Context: an optimization exercise on an open-source flow, tuned for small area and a short achievable clock period. The choices shown serve that exercise and are no tape-out recipe.
The RTL was checked by simulation tests, not by an equivalence proof against the original design.
Power and IR drop assume default switching activity.

## flow/design.v (module list and top-level ports; edited modules follow where they fit)
// module ksa_inv: 5 lines
// module ksa_nand2: 5 lines
// module ksa_nor2: 5 lines
// module ksa_nand3: 5 lines
// module ksa_nand4: 5 lines
// module ksa_and2: 5 lines
// module ksa_and3: 5 lines
// module ksa_xor2: 5 lines
// module ksa_xnor2: 5 lines
// module ksa_aoi21: 5 lines
// module ksa_a21boi: 5 lines
// module ksa_oai21: 5 lines
// module ksa_fa: 7 lines
// module ksa_ha: 6 lines
// module VKSA_blocks: 519 lines
// module VKSA_256: 1483 lines
// module VKSA_256_top: 21 lines
module VKSA_256_top (in_clk, in_A, in_B, in_CI, out_S, out_CO);
  // ...
==> flow/flow/run.sh <==
#!/bin/bash
# Standard synthesis and layout, but with plain buffers on the ports
# (buffer_ports would otherwise pick clkdlybuf4s50_1, a slow delay cell).
set -euo pipefail
bash standard.sh synth > synth.log 2>&1
bash standard.sh "BUFFER_PORTS_ARGS=-buffer_cell ${PORT_BUF:-sky130_fd_sc_hd__buf_1}" finish > layout.log 2>&1
==> flow/standard.sh <==
#!/bin/bash
# synth_recipe.tcl (not shown) runs the flow's synth.tcl, then flattens the netlist and writes it again
# the make line also repeats each setting of config.mk as NAME=value (left out here)
make -C /OpenROAD-flow-scripts/flow DESIGN_CONFIG=/design/flow/config.mk WORK_HOME=/design/flow/orfs CLKGATE_MAP_FILE= SYNTH_SCRIPT=/design/flow/synth_recipe.tcl "${@:-finish}"
==> flow/config.mk <==
export PLATFORM = sky130hd
export DESIGN_NAME = VKSA_256_top
export DESIGN_NICKNAME = VKSA_256_top
export VERILOG_FILES = /design/flow/design.v
export SDC_FILE = /design/flow/constraint.sdc
export NUM_CORES = 4
export LEC_CHECK = 0
export CAP_MARGIN = 20
export CORE_MARGIN = 2
export CORE_UTILIZATION = 40
export SETUP_SLACK_MARGIN = 3.25
export SLEW_MARGIN = 20
export SYNTH_HIERARCHICAL = 1
export TNS_END_PERCENT = 5
==> flow/constraint.sdc <==
create_clock -name core_clock -period 5.5 [get_ports {in_clk}]
set_input_delay 1.1000 -clock core_clock [delete_from_list [all_inputs] [get_ports {in_clk}]]
set_output_delay 1.1000 -clock core_clock [all_outputs]
set_load 0.01 [all_outputs]
==> flow_summary.ini, run 1 <==
[outcome]
status = finished clean

[worst_setup_path]
cp-endpoint = out_S[251]
crit_fanout = 4

[synth]
synth_seq_cells = 578

[place]
place.gp.congestion = 1.06
dp_slack_ns = 2.42

[hold_path]
min_path_type = register to register
hold_end = out_S[1]

[die]
coreArea_um2 = 55300
fp.dieW_um = 241

[clocking]
ctsHoldBuffers = 0

[power]
internal-power_mw = 8.52
pg_clk_mw = 4.00
total_power_mw = 12.2

[global_route]
grt_pass1_vias = 17600
grt-busiest-layer = met2
antenna_found_initial = 2
grt_util_met2_pct = 46.5

[final_layout]
seq_cell_count = 578
layout_commonest_cell = buf_1
area_growth_pct = 36.4
dominant_cells = multi-input gates
drive_gt1_share_pct = 21.6

[timing]
fmax_mhz = 421
fin_tns_setup_ns = 0

[detailed_routing]
finalWirelength_mm = 75.9
vias = 17200
==> run 2: changes to the inputs <==
--- a/flow/config.mk
+++ b/flow/config.mk
@@ -9,4 +9,6 @@
 export CORE_MARGIN = 2
 export CORE_UTILIZATION = 40
+export CTS_CLUSTER_DIAMETER = 150
+export CTS_CLUSTER_SIZE = 30
 export SETUP_SLACK_MARGIN = 3.25
 export SLEW_MARGIN = 20
==> run 2 against run 1 <==
  * Still clean on timing, DRC and antenna
  * Clock power shrank about 50%
  * Combinational power about the same
  * Critical path depth is 1 lower
  * Clock skew is 0.014 ns higher
  * Sequential power barely moved
  * Wire length down 1.7%
  * Worst hold slack gained 0.0020 ns
  * Via count down 1.6%
  * First-iteration DRC count is 1.8% higher
  * Setup slack worse by 0.020 ns
  * Critical path type unchanged
  * Highest routed layer unchanged
==> flow_summary.ini, run 2 <==
[worst_setup_path]
worstPathArrival_ns = 2.87
critPathKind = register to register
start_kind = register
crit_fanout = 4
end_kind = register
crit_required_ns = 5.97

[power]
clkPwrFrac_pct = 19.8
power.leakage_nw = 10.8
p_per_area_nw_per_um2 = 350
seqPwrFrac_pct = 54.7
p_sw_mw = 3.34
total_power_mw = 10.2
power.share.combinational_pct = 25.4
swShare_pct = 32.7
internal-power_mw = 6.88
peakVddDrop_v = 0.000218

[timing]
fin_skew_ns = 0.0327
slew_headroom_pct = 67.5
finalSetupViolCount = 0
fin_crit_ns = 2.40
worst_pin_slew_ns = 0.485
setup_ws_ns = 3.10
period_share_pct = 43.6
fin_tns_setup_ns = 0
rsz0062_at_grt = true
fmax_mhz = 417
slew_viol_final = 0
hold_viol_final = 0

[clocking]
cts_buffers = 23
cts_tree = yes
clock_sinks = 578
clk_path_buf_depth = 3
htree_levels = 1
cts-root-buf = clkbuf_16
insertion_delay_ns = 0.59
clk_pin_slew_ns = 0.11

[final_layout]
design_area_um2 = 29100
fin_cells = 3529
layout_commonest_cell = buf_1
top_regs = out_S: 256 flops, r_bs: 256 flops, r_bg: 65 flops
nFillCells = 4980
final_nets = 3486
final_cell_mix = 768 x buf_1, 494 x dfxtp_1, 210 x xnor2_1, 170 x xor2_1, 149 x nand2_1
area_growth_pct = 29.8
drive_gt1_share_pct = 19.6

[die]
die_y_um = 241
start_util_pct = 40.6
coreArea_um2 = 55300
ioPinCount = 771
fp.dieW_um = 241
rows = 86
die-area_um2 = 58100

[synth]
synth_edf_count = 0
yosysTopAreaCell = dfxtp_1
synth_ff_type = dfxtp_1
syn_avg_cell_area_um2 = 11.9
yosysWarnings = 7
netlist.area_leader.share_pct = 51.5
syn-num-nets = 2598
synth_seq_cells = 578
synth-async-reset-ratio_pct = 0
synthDistinctLibCells = 14
synth_most_common_cell = dfxtp_1
synth_common_cells = 578 x dfxtp_1, 211 x xnor2_1, 181 x nand2_1
synthTopCellsByArea = dfxtp_1 52%, fa_1 11%, xnor2_1 8.2%, xor2_1 6.6%, ha_1 3.6%
ys_seq_area_share_pct = 51.5
syn-cell-area_um2 = 22500
synthCells = 1892

[detailed_routing]
drc_errors = 0
drt_iter0_markers = 628
dr.pass1.iters = 5
ant_nets = 0
wire_per_inst_um = 21.1
vias = 16900
finalWirelength_mm = 74.6
viasPerCell = 4.78

[global_route]
grt_pass1_wl_mm = 104
antenna_found_initial = 2
grt_util_all_layers_pct = 24.4
grt_use_met1_pct = 27.7
grt-busiest-layer = met2
grt_util_met2_pct = 46.0
met3_usage_pct = 4.66
grt_max_degree = 31
overflow = 0
grt_pass1_vias = 17300

[place]
dp_slack_ns = 2.42
dpl.hpwl_mm = 63.5
dp.cells = 3407
io_buffers = 770
place.gp.congestion = 1.06
place_area_um2 = 26300

[outcome]
status = finished clean

[hold_path]
min_path_type = register to register

[flow_run]
drv_cap = 0
## run 2: cell counts after synthesis
Identical to the previous run, type by type.
## run 2: final timing paths
kind         startpoint          to  slack, ns  cells past startpoint
max            r_bs[28]  out_S[126]       3.10                     10
min             r_bs[2]    out_S[2]       0.34                      0
max reg2reg    r_bs[28]  out_S[126]       3.10                     10
min reg2reg     r_bs[2]    out_S[2]       0.34                      0
## run 2: timing repair
action | in CTS | in global routing
hold buffers | 0 | 0
resized for setup | 285 | 112
pin swaps | 98 | 106
endpoints found under the setup margin | 280 | 290
setup buffers | 44 | 52
## run 2: cells by family (layout without fill, tap and decap cells)
family / Yosys count / after routing / synth area share [%]
DFF: 578 / 578 / 51.5
other: 0 / 1 / 0
buffers and inverters: 39 / 927 / 0.702
AOI/OAI and AO/OA: 257 / 257 / 8.78
xor gates and xnor gates: 381 / 381 / 14.9
and+or+nand+nor: 445 / 445 / 9.19
adders and majority gates: 192 / 192 / 15.0
## run 2: power by group through the flow
stage / Combinational, mW / Sequential (mW) / Clock, mW
2_1_floorplan: 0.977 / 5.78 / 0
3_3_place_gp: 2.37 / 5.63 / 0
3_5_place_dp: 2.37 / 5.65 / 0
4_1_cts: 2.54 / 5.58 / 2.08
5_1_grt: 2.80 / 5.68 / 2.23
6_report: 2.60 / 5.59 / 2.02
## run 2: layer usage
layer  vias up  wire, µm
met5         -        11
met4         2      2370
met3        92      4040
met2       523     39300
met1      8151     28900
li1       8114         -
## run 2: modules after synthesis (local to each module, per instance), a selection
module	flip-flops and latches	times used	cells inside
ksa_nor2	0	75	1
ksa_xnor2	0	211	1
ksa_fa	0	128	1
ksa_nand2	0	181	1
ksa_nand3	0	63	1
ksa_oai21	0	117	1
## run 2: worst max-delay path, cell delays in order, from the launching register on
cell	delay [ns]
dfxtp_2	0.36
nand4_1	0.23
o21ai_2	0.34
a21oi_4	0.12
o21ai_4	0.22
a21oi_4	0.09
o21ai_4	0.28
inv_1	0.10
o21ai_2	0.23
nand4_1	0.15
xnor2_1	0.15
## run 2: per-stage QoR
stage	utilization (%)	hold WS (ns)
final	52.7	0.337
after global routing	52.7	0.347
after CTS	51.2	0.337
after detailed placement	47.6	0.315
after global placement	47.6	0.311
after floorplan	-	0.392
## run 2: layout make-up
class                   instances  area (µm²)  area share (%)
repair buffers                866        3690            12.7
clock buffers                  23         576            1.97
flip-flops and latches        578       11700            40.1
diodes                          1        2.50         0.00858
well taps                     748         936            3.21
multi-input cells            1275       12100            41.4
inverters                      36         138           0.472
clock inverters                 2        38.8           0.133
==> run 3: changes to the inputs <==
--- a/flow/config.mk
+++ b/flow/config.mk
@@ -7,8 +7,8 @@
 export LEC_CHECK = 0
 export CAP_MARGIN = 20
-export CORE_MARGIN = 2
-export CORE_UTILIZATION = 40
+export CORE_AREA = 17 17 227 227
 export CTS_CLUSTER_DIAMETER = 150
 export CTS_CLUSTER_SIZE = 30
+export DIE_AREA = 0 0 244 244
 export SETUP_SLACK_MARGIN = 3.25
 export SLEW_MARGIN = 20
==> run 3 against run 2 <==
  * Cell count down 5.7%
  * Combinational power down 3%
  * Sequential share of layout area up 1.1 points
  * Clock skew increased by 0.0030 ns
  * Register-to-register slack better by 0.05 ns
  * Critical path depth stayed put
  * Power fell by 0.23%
  * Critical path type unchanged
  * Still clean
  * First-iteration DRC count grew 22%
  * Core utilization rose by 13 points
  * Largest cell class unchanged
==> flow_summary.ini, run 3 <==
[outcome]
status = finished clean

[global_route]
overflow = 0
grt_util_all_layers_pct = 25.5
grt_max_degree = 31
grt_pass1_wl_mm = 116
grt_pass1_vias = 17400
antenna_found_initial = 5

[timing]
finalHoldWorstSlack_ns = 0.335
period_share_pct = 42.6
worst_pin_slew_ns = 0.414
finalSetupViolCount = 0
fin_tns_setup_ns = 0
hold_viol_final = 0
fmax_mhz = 426
slew_headroom_pct = 72.2
fin_skew_ns = 0.0357
fin_crit_ns = 2.35
rsz0062_at_grt = true
slew_viol_final = 0
setup_ws_ns = 3.15

[synth]
synth_most_common_cell = dfxtp_1
ys_seq_area_share_pct = 51.5
synth-async-reset-ratio_pct = 0
yosysTopAreaCell = dfxtp_1
syn-cell-area_um2 = 22500
synth_edf_count = 0
synth_xor_area_share_pct = 14.9
synthDistinctLibCells = 14
synth-simple-area-share_pct = 9.19
synthAdderAreaFrac_pct = 15.0
synthMuxAreaShare_pct = 0
syn_avg_cell_area_um2 = 11.9
yosysWarnings = 7
synth_common_cells = 578 x dfxtp_1, 211 x xnor2_1, 181 x nand2_1
synth_seq_cells = 578
synthTopCellsByArea = dfxtp_1 52%, fa_1 11%, xnor2_1 8.2%, xor2_1 6.6%, ha_1 3.6%
synth_compound_area_share_pct = 8.78
synth_top_family_by_area = adder cells
synthCells = 1892
netlist.area_leader.share_pct = 51.5
syn-num-nets = 2598
synth_ff_type = dfxtp_1

[detailed_routing]
ant_nets = 0
vias = 16700
drc_errors = 0
drt_iter0_markers = 765
finalWirelength_mm = 82.4
wire_per_inst_um = 24.7
viasPerCell = 5.03
dr.pass1.iters = 5

[power]
peakVddDrop_v = 0.000185
total_power_mw = 10.2
power.leakage_nw = 10.6
p_per_area_nw_per_um2 = 359

[final_layout]
top_regs = out_S: 256 flops, r_bs: 256 flops, r_bg: 65 flops
final_nets = 3449
layout_commonest_cell = buf_1
drive_gt1_share_pct = 17.8
final_cell_mix = 764 x buf_1, 498 x dfxtp_1, 211 x xnor2_1, 170 x xor2_1, 156 x nand2_1
area_growth_pct = 26.4

[die]
rows = 76
coreArea_um2 = 43400
start_util_pct = 51.8
die_y_um = 244
fp.dieW_um = 244
die-area_um2 = 59500
ioPinCount = 771

[clocking]
cts_buffers = 23
clk_path_buf_depth = 3
ctsHoldBuffers = 0
clk_pin_slew_ns = 0.11
clock_sinks = 578
cts-root-buf = clkbuf_16
insertion_delay_ns = 0.58
htree_levels = 1
cts_tree = yes

[place]
io_buffers = 770
place.gp.congestion = 0.926
dpl.hpwl_mm = 72.7
dp_slack_ns = 2.48

[worst_setup_path]
crit_path_max_incr_delay_ns = 0.37
start_kind = register
end_kind = register
path_delay_family = compound AO/OA/AOI/OAI gates
critPathBufInv = 0
crit_required_ns = 5.97
worst_path_max_delay_cell = dfxtp_1
crit_chain = nand4_1 > o21ai_4 > a21oi_2 > o21ai_2 > a21oi_2 > o21ai_1 > a21oi_4 > o21ai_2 > nand4_1 > xnor2_1
worstPathArrival_ns = 2.82
critPathKind = register to register
crit_fanout = 4

[hold_path]
min_path_type = register to register

[flow_run]
drv_cap = 0
-- run 3: cell counts after synthesis --
No cell type changed its count.
-- run 3: layout make-up --
class / count / area (µm²)
sequential: 578 / 11700
clock inverter: 1 / 30.0
fill: 3701 / 15000
inverter: 36 / 144
antenna: 2 / 5.00
clock buffer: 23 / 576
tap: 585 / 732
multi-input combinational: 1275 / 11900
timing repair buffer: 829 / 3360
-- run 3: cell families (layout without fill, tap and decap cells) --
| kind of cell | Yosys count | in the layout |
|---|---|---|
| AOI/OAI and AO/OA | 257 | 257 |
| xor gates and xnor gates | 381 | 381 |
| adders and majority gates | 192 | 192 |
| buffers and inverters | 39 | 889 |
| DFF | 578 | 578 |
| other | 0 | 2 |
| and+or+nand+nor | 445 | 445 |
-- run 3: what timing repair did --
action	4_1_cts	5_1_grt
cloned	0	0
buffers inserted	24	35
pin swaps	42	95
gates resized for setup	185	175
endpoints found under the setup margin	292	286
-- run 3: final timing paths --
path | depth (start not counted) | slack, ns | to | from
worst max register to register | 10 | 3.15 | out_S[222] | r_bs[94]
worst max-delay path | 10 | 3.15 | out_S[222] | r_bs[94]
worst min register to register | 0 | 0.34 | out_S[1] | r_bs[1]
worst min-delay path | 0 | 0.34 | out_S[1] | r_bs[1]
-- run 3: where the power goes --
part,switching (mW),internal (mW),leakage (nW)
Clock,1.24,0.769,0.295
Sequential,0.594,5.07,4.88
Combinational,1.52,1.00,5.40
-- run 3: metrics by stage --
stage | cells | util [%] | area (µm²)
after floorplan | 1892 | - | 22500
after global placement | 3244 | 60.2 | 26100
after detailed placement | 3244 | 60.2 | 26100
after CTS | 3292 | 63.6 | 27600
after global routing | 3329 | 65.5 | 28400
final | 3329 | 65.5 | 28400
-- run 3: routing by layer --
layer,up-vias,routed length [µm],track usage (%),share of wire (%)
met1,8105,31300,28.4,38
met2,481,44600,48.9,54
met5,-,42,0,0.051
li1,8060,-,-,-
met4,6,1700,5.31,2.1
met3,82,4800,5.76,5.8
-- run 3: per-module statistics from Yosys, one instance, submodules excluded, a selection --
module,cells inside,times used
ksa_ha,1,64
ksa_aoi21,1,76
ksa_xor2,1,170
ksa_oai21,1,117
ksa_inv,1,36
ksa_nor2,1,75
==> run 4: changes to the inputs <==
--- a/flow/config.mk
+++ b/flow/config.mk
@@ -8,6 +8,4 @@
 export CAP_MARGIN = 20
 export CORE_AREA = 17 17 227 227
-export CTS_CLUSTER_DIAMETER = 150
-export CTS_CLUSTER_SIZE = 30
 export DIE_AREA = 0 0 244 244
 export SETUP_SLACK_MARGIN = 3.25
==> run 4 against run 3 <==
  * Via count increased by 2.2%
  * Wire length increased by 1.8%
  * Critical endpoint unchanged
  * Critical path type unchanged
  * Count of clock-buffer cells in the layout increased by 62
  * Core utilization increased by 2.9 points
  * Clock power increased by 88%
==> flow_summary.ini, run 4 <==
[worst_setup_path]
crit_required_ns = 5.97
worstPathArrival_ns = 2.83
end_kind = register
critPathKind = register to register
start_kind = register
timing.rr.start = r_bs[6]
crit_fanout = 7
crit_start = r_bs[6]

[synth]
synthTopCellsByArea = dfxtp_1 52%, fa_1 11%, xnor2_1 8.2%, xor2_1 6.6%, ha_1 3.6%
syn-cell-area_um2 = 22500
synth_edf_count = 0
synth_seq_cells = 578
syn_avg_cell_area_um2 = 11.9
synth_most_common_cell = dfxtp_1
synth_ff_type = dfxtp_1
netlist.area_leader.share_pct = 51.5
ys_seq_area_share_pct = 51.5
yosysWarnings = 7
synthCells = 1892
yosysTopAreaCell = dfxtp_1
syn-num-nets = 2598
synth_common_cells = 578 x dfxtp_1, 211 x xnor2_1, 181 x nand2_1
synth-async-reset-ratio_pct = 0
synthDistinctLibCells = 14

[die]
start_util_pct = 51.8
die_y_um = 244
fp.dieW_um = 244
coreArea_um2 = 43400
rows = 76
die-area_um2 = 59500
ioPinCount = 771

[flow_run]
drv_cap = 0

[timing]
period_share_pct = 43.0
slew_headroom_pct = 71.8
worst_pin_slew_ns = 0.422
hold_viol_final = 0
finalSetupViolCount = 0
fmax_mhz = 422
rsz0062_at_grt = true
fin_skew_ns = 0.0195
fin_crit_ns = 2.37
slew_viol_final = 0
fin_tns_setup_ns = 0

[clocking]
cts_buffers = 56
cts-root-buf = clkbuf_16
clk_path_buf_depth = 3
clk_pin_slew_ns = 0.06
clock_sinks = 578
cts_tree = yes
ctsHoldBuffers = 0
htree_levels = 2
insertion_delay_ns = 0.59

[power]
swShare_pct = 30.9
internal-power_mw = 8.27
power.share.combinational_pct = 21.2
p_per_area_nw_per_um2 = 404
total_power_mw = 12.0
p_sw_mw = 3.70
power.leakage_nw = 11.2
clkPwrFrac_pct = 31.4
peakVddDrop_v = 0.000255
seqPwrFrac_pct = 47.4

[global_route]
overflow = 0
antenna_found_initial = 12
grt_max_degree = 15
grt_pass1_wl_mm = 117
grt_pass1_vias = 17700
grt_util_all_layers_pct = 26.0

[final_layout]
final_nets = 3492
final_util_pct = 68.4
final_cell_mix = 764 x buf_1, 529 x dfxtp_1, 211 x xnor2_1, 170 x xor2_1, 154 x nand2_1
top_regs = out_S: 256 flops, r_bs: 256 flops, r_bg: 65 flops
area_growth_pct = 32.0
layout_commonest_cell = buf_1
drive_gt1_share_pct = 19.0

[hold_path]
hold_start = r_bs[1]
min_path_type = register to register

[detailed_routing]
vias = 17100
viasPerCell = 5.00
wire_per_inst_um = 24.5
dr.pass1.iters = 5
drt_iter0_markers = 818
ant_nets = 0
drc_errors = 0
finalWirelength_mm = 83.8

[place]
io_buffers = 770
place.gp.congestion = 0.926
dpl.hpwl_mm = 72.7

[outcome]
status = finished clean
## run 4: cells by family (layout without fill, tap and decap cells)
| group | after synthesis | after routing | share of synthesized area [%] |
|---|---|---|---|
| compound gates | 257 | 257 | 8.78 |
| xor+xnor | 381 | 381 | 14.9 |
| fa+ha+maj | 192 | 192 | 15.0 |
| buf+inv | 39 | 977 | 0.702 |
| flops | 578 | 578 | 51.5 |
| other cells | 0 | 6 | 0 |
| simple gates | 445 | 445 | 9.19 |
## run 4: worst max-delay path: stages (launching register included)
cell and delay [ns]:
dfxtp_1 0.35, nand4_1 0.15, o21ai_4 0.18, buf_12 0.15
clkinvlp_4 0.12, o21ai_4 0.26, inv_2 0.09, o21ai_4 0.31
a21oi_4 0.13, o21ai_2 0.21, nand4_1 0.15, xnor2_1 0.15
## run 4: per-layer routing
metal / wire (µm) / vias to the layer above / global-route usage [%]
met4: 3350 / 10 / 10.1
met5: 75 / - / 0
met2: 43500 / 577 / 47.1
li1: - / 8184 / -
met1: 30900 / 8172 / 28.0
met3: 6020 / 151 / 8.01
## run 4: power groups by stage
stage | Sequential [mW] | Clock (mW) | Combinational, mW
detailed placement | 5.72 | 0 | 2.38
CTS | 5.65 | 3.82 | 2.50
floorplan | 5.78 | 0 | 0.977
global placement | 5.70 | 0 | 2.37
finish | 5.67 | 3.76 | 2.54
global route | 5.75 | 4.00 | 2.74
## run 4: area by class of cell
cell class / instances / area [µm²]
Clock inverter: 17 / 125
Inverter: 36 / 139
Tap cell: 585 / 732
Fill cell: 3559 / 13700
Timing Repair Buffer: 839 / 3430
Multi-Input combinational cell: 1275 / 11800
Antenna cell: 6 / 15.0
Clock buffer: 85 / 1710
Sequential cell: 578 / 11600
## run 4: final timing paths
check               end  slack, ns  cells past startpoint
max reg2reg  out_S[222]       3.13                     11
min            out_S[1]       0.33                      0
min reg2reg    out_S[1]       0.33                      0
max          out_S[222]       3.13                     11
## run 4: what timing repair did
| item | CTS | global route |
|---|---|---|
| setup endpoints to repair | 323 | 318 |
| pin swaps | 45 | 91 |
| hold endpoints to repair | 0 | 0 |
| buffers inserted | 25 | 44 |
| gates resized for setup | 169 | 151 |
## run 4: modules after synthesis (local to each module, per instance), a selection
module | cell area (µm²) | flops+latches
ksa_fa | 20.0 | 0
ksa_a21boi | 11.3 | 0
ksa_oai21 | 5.00 | 0
ksa_nor2 | 3.75 | 0
ksa_inv | 3.75 | 0
VKSA_256 | 22.5 | 0
ksa_xnor2 | 8.76 | 0
ksa_nand2 | 3.75 | 0
ksa_nand4 | 6.26 | 0
VKSA_256_top | 11600 | 578
ksa_aoi21 | 8.76 | 0
ksa_ha | 12.5 | 0
## run 4: stage by stage
step | setup WS [ns] | hold WS, ns | instance area, µm² | instances
after floorplan | 3.14 | 0.392 | 22500 | 1892
after global placement | 2.64 | 0.310 | 26100 | 3244
after detailed placement | 2.48 | 0.315 | 26100 | 3244
after CTS | 3.15 | 0.329 | 28800 | 3371
after global routing | 3.06 | 0.341 | 29600 | 3421
final | 3.13 | 0.330 | 29600 | 3421
==> run 5: changes to the inputs <==
--- a/flow/config.mk
+++ b/flow/config.mk
@@ -8,4 +8,6 @@
 export CAP_MARGIN = 20
 export CORE_AREA = 17 17 227 227
+export CTS_CLUSTER_DIAMETER = 120
+export CTS_CLUSTER_SIZE = 24
 export DIE_AREA = 0 0 244 244
 export SETUP_SLACK_MARGIN = 3.25
==> run 5 against run 4 <==
  * Still clean on timing, DRC and antenna
  * Combinational power about the same
  * Sequential power about the same
  * Sequential share of layout area increased by 1.6 points
  * Synthesized area unchanged
  * Design area decreased by 3.9%
  * First-iteration DRC count decreased by 0.12%
==> flow_summary.ini, run 5 <==
[worst_setup_path]
worstPathArrival_ns = 2.82
start_kind = register
crit_chain = nand4_1 > nor2_4 > nand2_2 > nor2_4 > nand2_1 > o21ai_4 > a21oi_4 > buf_4 > inv_1 > nand4_1 > xnor2_1
end_kind = register
crit_required_ns = 5.99
path_delay_family = simple AND/OR/NAND/NOR gates
critPathBufInv = 2
crit_fanout = 5
critPathKind = register to register
worst_path_max_delay_cell = dfxtp_2
crit_path_max_incr_delay_ns = 0.37

[global_route]
overflow = 0
grt_pass1_vias = 17500
grt_pass1_wl_mm = 116
grt_util_all_layers_pct = 25.6
antenna_found_initial = 12
grt_max_degree = 25

[final_layout]
drive_gt1_share_pct = 17.3
area_growth_pct = 26.8
final_util_pct = 65.7
top_regs = out_S: 256 flops, r_bs: 256 flops, r_bg: 65 flops
layout_commonest_cell = buf_1
final_nets = 3447
final_cell_mix = 764 x buf_1, 513 x dfxtp_1, 211 x xnor2_1, 170 x xor2_1, 157 x nand2_1

[detailed_routing]
finalWirelength_mm = 82.7
dr.pass1.iters = 5
vias = 16800
drt_iter0_markers = 817
ant_nets = 0
drc_errors = 0
viasPerCell = 5.03
wire_per_inst_um = 24.8

[synth]
synth_common_cells = 578 x dfxtp_1, 211 x xnor2_1, 181 x nand2_1
yosysWarnings = 7
synth_seq_cells = 578
yosysTopAreaCell = dfxtp_1
synth_edf_count = 0
syn-num-nets = 2598
synth_most_common_cell = dfxtp_1
syn_avg_cell_area_um2 = 11.9
synthDistinctLibCells = 14
synthCells = 1892
synth-async-reset-ratio_pct = 0
ys_seq_area_share_pct = 51.5
netlist.area_leader.share_pct = 51.5
synth_ff_type = dfxtp_1
syn-cell-area_um2 = 22500
synthTopCellsByArea = dfxtp_1 52%, fa_1 11%, xnor2_1 8.2%, xor2_1 6.6%, ha_1 3.6%

[timing]
rsz0062_at_grt = true
slew_viol_final = 0
fmax_mhz = 429
fin_skew_ns = 0.0275
slew_headroom_pct = 71.8
finalSetupViolCount = 0
period_share_pct = 42.4
hold_viol_final = 0
fin_tns_setup_ns = 0
fin_crit_ns = 2.33
worst_pin_slew_ns = 0.420

[power]
p_per_area_nw_per_um2 = 365
power.leakage_nw = 10.6
peakVddDrop_v = 0.000262

[clocking]
ctsHoldBuffers = 0
cts_tree = yes
clock_sinks = 578
clk_pin_slew_ns = 0.10
clk_path_buf_depth = 3
htree_levels = 1
cts-root-buf = clkbuf_16
insertion_delay_ns = 0.59
cts_buffers = 28

[die]
start_util_pct = 51.8
coreArea_um2 = 43400
rows = 76
die-area_um2 = 59500
fp.dieW_um = 244
die_y_um = 244
ioPinCount = 771

[place]
place.gp.congestion = 0.926
io_buffers = 770
dpl.hpwl_mm = 72.7

[outcome]
status = finished clean

[hold_path]
min_path_type = register to register

[flow_run]
drv_cap = 0
run 5: cell types whose count changed in the layout (fill, tap and decap cells not counted), moves of 12 or more:
cell | before | now
dfxtp_1 | 529 | 513
clkbuf_8 | 18 | 0
dfxtp_2 | 44 | 61
clkbuf_16 | 57 | 29
clkinv_2 | 12 | 0
buf_4 | 67 | 51
run 5: power breakdown:
group | internal, mW | switching, mW
clock | 0.949 | 1.27
sequential | 5.07 | 0.593
combinational | 0.998 | 1.53
total | 7.01 | 3.39
run 5: path summary, 6_finish.rpt:
kind                            slack (ns)  cells after the start  startpoint          to
worst max register to register        3.17                     11    r_bs[75]  out_S[226]
worst min-delay path                  0.34                      0     r_bs[1]    out_S[1]
worst max-delay path                  3.17                     11    r_bs[75]  out_S[226]
worst min register to register        0.34                      0     r_bs[1]    out_S[1]
run 5: logic make-up after synthesis:
family / Yosys count / share of synthesized area, %
flops: 578 / 51.5
simple gates: 445 / 9.19
xor+xnor: 381 / 14.9
compound gates: 257 / 8.78
fa+ha+maj: 192 / 15.0
buf+inv: 39 / 0.702
run 5: per-stage QoR:
step                hold slack, ns  total power [mW]  worst slack (ns)  cells  area, µm²
global route                 0.350              10.9              3.05   3333      28500
floorplan                    0.392              6.75              3.14   1892      22500
finish                       0.337              10.4              3.17   3334      28500
CTS                          0.337              10.4              3.15   3299      27700
global placement             0.310              8.07              2.64   3244      26100
detailed placement           0.315              8.10              2.48   3244      26100
run 5: routing by layer:
metal / vias up / routed length [µm] / global-route usage, %
met5: - / 52 / 0
met4: 8 / 3280 / 9.45
met3: 139 / 5280 / 6.81
met2: 550 / 43200 / 47.0
met1: 7993 / 30900 / 28.0
li1: 8070 / - / -
run 5: cell type report:
| cell class | count | area (µm²) |
|---|---|---|
| Antenna cell | 8 | 20.0 |
| Clock buffer | 29 | 726 |
| Clock inverter | 1 | 30.0 |
| Fill cell | 3679 | 14900 |
| Inverter | 36 | 139 |
| Multi-Input combinational cell | 1275 | 11900 |
| Sequential cell | 578 | 11700 |
| Tap cell | 585 | 732 |
| Timing Repair Buffer | 822 | 3300 |
run 5: timing repair:
| item | CTS | global route |
|---|---|---|
| pin swaps | 39 | 82 |
| buffers inserted | 25 | 27 |
| resized for setup | 171 | 169 |
| setup endpoints to repair | 322 | 324 |
run 5: Yosys stat by module, one instance, submodules excluded, excerpt:
module | copies in the design | cells | cell area [µm²]
ksa_nor2 | 75 | 1 | 3.75
ksa_xnor2 | 211 | 1 | 8.76
ksa_nand4 | 126 | 1 | 6.26
VKSA_256 | 1 | 3 | 22.5
VKSA_256_top | 1 | 578 | 11600
ksa_nand2 | 181 | 1 | 3.75
ksa_inv | 36 | 1 | 3.75
ksa_ha | 64 | 1 | 12.5
ksa_fa | 128 | 1 | 20.0
ksa_oai21 | 117 | 1 | 5.00
ksa_nand3 | 63 | 1 | 5.00
ksa_xor2 | 170 | 1 | 8.76
ksa_aoi21 | 76 | 1 | 8.76
ksa_a21boi | 64 | 1 | 11.3
==> run 6: changes to the inputs <==
==> flow/flow/run.sh (replaced) <==
#!/bin/bash
# Standard synthesis and layout, with plain buffers on the ports (buffer_ports
# would otherwise pick clkdlybuf4s50_1, a slow delay cell): minimum-size
# buffers on the inputs, and larger ones on the outputs, which drive the
# output load.
set -euo pipefail
bash standard.sh synth > synth.log 2>&1
bash standard.sh "BUFFER_PORTS_ARGS=-buffer_cell sky130_fd_sc_hd__buf_1" \
  "POST_GLOBAL_PLACE_TCL=$PWD/flow/outbuf.tcl" \
  "OUT_BUF_CELL=${OUT_BUF_CELL:-sky130_fd_sc_hd__buf_4}" finish > layout.log 2>&1
==> flow/flow/outbuf.tcl (new file) <==
# Upsize the output-port buffers that buffer_ports inserted (all outputs get
# the cell named in OUT_BUF_CELL); the input-port buffers stay minimum size.
set block [ord::get_db_block]
set n 0
foreach bterm [$block getBTerms] {
  if {[$bterm getIoType] ne "OUTPUT"} { continue }
  set net [$bterm getNet]
  foreach iterm [$net getITerms] {
    if {[$iterm isOutputSignal]} {
      set inst [$iterm getInst]
      if {[string match "*buf*" [[$inst getMaster] getName]]} {
        replace_cell $inst $::env(OUT_BUF_CELL)
        incr n
      }
    }
  }
}
puts "outbuf.tcl: resized $n output buffers to $::env(OUT_BUF_CELL)"
==> run 6 against run 5 <==
  * The flow now stops in global placement (3_3_place_gp)
  * Synthesized area stayed put
  * Synthesized cell count unchanged
==> flow_summary.ini, run 6 <==
[outcome]
status = did not finish
lastStage = global placement (3_3_place_gp)
error = [ERROR STA-0124] instance type 'odb__dbInst' is not an instance.

[die]
rows = 76
start_util_pct = 51.8
die_y_um = 244
fp.dieW_um = 244
ioPinCount = 771

[synth]
synth-async-reset-ratio_pct = 0
syn-cell-area_um2 = 22500
yosysTopAreaCell = dfxtp_1
synth_most_common_cell = dfxtp_1
syn_avg_cell_area_um2 = 11.9
synthCells = 1892
synth_ff_type = dfxtp_1
syn-num-nets = 2598
netlist.area_leader.share_pct = 51.5
synth_common_cells = 578 x dfxtp_1, 211 x xnor2_1, 181 x nand2_1
synthDistinctLibCells = 14
yosysWarnings = 7
synth_edf_count = 0
ys_seq_area_share_pct = 51.5
synthTopCellsByArea = dfxtp_1 52%, fa_1 11%, xnor2_1 8.2%, xor2_1 6.6%, ha_1 3.6%
synth_seq_cells = 578

[place]
io_buffers = 770
## run 6: cell counts after synthesis
Identical to the previous run, type by type.
## run 6: kinds of logic after synthesis
kind of cell | count (synthesis) | synth area share, %
flops | 578 | 51.5
simple gates | 445 | 9.19
xor+xnor | 381 | 14.9
compound gates | 257 | 8.78
fa+ha+maj | 192 | 15.0
buf+inv | 39 | 0.702
## run 6: per-module statistics from Yosys (local to each module, per instance), excerpt
module	flops+latches	cells inside	cell area (µm²)	copies in the design
VKSA_256	0	3	22.5	1
ksa_fa	0	1	20.0	128
ksa_a21boi	0	1	11.3	64
ksa_xnor2	0	1	8.76	211
ksa_nand4	0	1	6.26	126
ksa_oai21	0	1	5.00	117
ksa_nand3	0	1	5.00	63
==> run 7: changes to the inputs <==
--- a/flow/flow/run.sh
+++ b/flow/flow/run.sh
@@ -8,3 +8,3 @@
 bash standard.sh "BUFFER_PORTS_ARGS=-buffer_cell sky130_fd_sc_hd__buf_1" \
   "POST_GLOBAL_PLACE_TCL=$PWD/flow/outbuf.tcl" \
-  "OUT_BUF_CELL=${OUT_BUF_CELL:-sky130_fd_sc_hd__buf_4}" finish > layout.log 2>&1
+  "OUT_BUF_CELL=${OUT_BUF_CELL:-sky130_fd_sc_hd__buf_2}" finish > layout.log 2>&1
==> run 7 against run 6 <==
  * The run again fails in global placement (3_3_place_gp)
  * Synthesized area unchanged
  * Synthesized cell count unchanged
==> flow_summary.ini, run 7 <==
[outcome]
status = did not finish
lastStage = global placement (3_3_place_gp)
error = [ERROR STA-0124] instance type 'odb__dbInst' is not an instance.

[die]
fp.dieW_um = 244
rows = 76
start_util_pct = 51.8
die_y_um = 244
ioPinCount = 771

[synth]
synth_ff_type = dfxtp_1
ys_seq_area_share_pct = 51.5
syn-cell-area_um2 = 22500
synth_most_common_cell = dfxtp_1
synth_seq_cells = 578
synthCells = 1892
yosysWarnings = 7
synth_edf_count = 0
synth_common_cells = 578 x dfxtp_1, 211 x xnor2_1, 181 x nand2_1
synthDistinctLibCells = 14
syn_avg_cell_area_um2 = 11.9
synth-async-reset-ratio_pct = 0
synthTopCellsByArea = dfxtp_1 52%, fa_1 11%, xnor2_1 8.2%, xor2_1 6.6%, ha_1 3.6%
netlist.area_leader.share_pct = 51.5
yosysTopAreaCell = dfxtp_1
syn-num-nets = 2598

[place]
io_buffers = 770
==> run 7: cell counts after synthesis <==
Identical to the previous run, type by type.
==> run 7: cells by family after synthesis <==
family	count (synthesis)	synth area share, %
flip-flops	578	51.5
AND/OR/NAND/NOR	445	9.19
XOR/XNOR	381	14.9
AO/OA/AOI/OAI	257	8.78
adder cells (fa/ha/maj)	192	15.0
buffers and inverters	39	0.702
==> run 7: modules after synthesis (local to each module, per instance), a selection <==
module,cell area (µm²),flops+latches,copies in the design,cells inside
VKSA_256_top,11600,578,1,578
VKSA_256,22.5,0,1,3
ksa_fa,20.0,0,128,1
ksa_ha,12.5,0,64,1
ksa_a21boi,11.3,0,64,1
ksa_aoi21,8.76,0,76,1
ksa_xnor2,8.76,0,211,1
ksa_xor2,8.76,0,170,1
ksa_nand4,6.26,0,126,1
ksa_nand3,5.00,0,63,1
ksa_oai21,5.00,0,117,1
ksa_inv,3.75,0,36,1
ksa_nand2,3.75,0,181,1
ksa_nor2,3.75,0,75,1

## port drivers added, routing unchanged
Ports are ideal in the flow. The routed layouts listed here were re-timed in OpenROAD.
Step 1 assumes that a clkbuf_16 drives the clock port and a buf_2 every other input.
Step 2 moves the port delays by t, midway between the first and last clock arrival at a register: inputs arrive t later, outputs are due t later. That takes back most of the time a late clock gives input paths.
Slacks: ideal ports / drivers / drivers and shift; pairs: ideal ports / drivers.
run	t (ns)	slack for setup (ns)	latest minus earliest clock arrival (ns)
run 1	0.651	3.123 / 3.123 / 2.812	0.019 / 0.020
run 2	0.637	3.103 / 3.103 / 2.828	0.033 / 0.033
run 3	0.621	3.154 / 3.117 / 2.847	0.037 / 0.037
run 4	0.643	3.132 / 3.110 / 2.846	0.020 / 0.020
run 5	0.632	3.169 / 3.120 / 2.847	0.028 / 0.028
After both steps setup and hold are still met in every run listed. The setup slack of run 5, which loses most, moves by -0.049 ns with the drivers and by -0.322 ns with both steps.
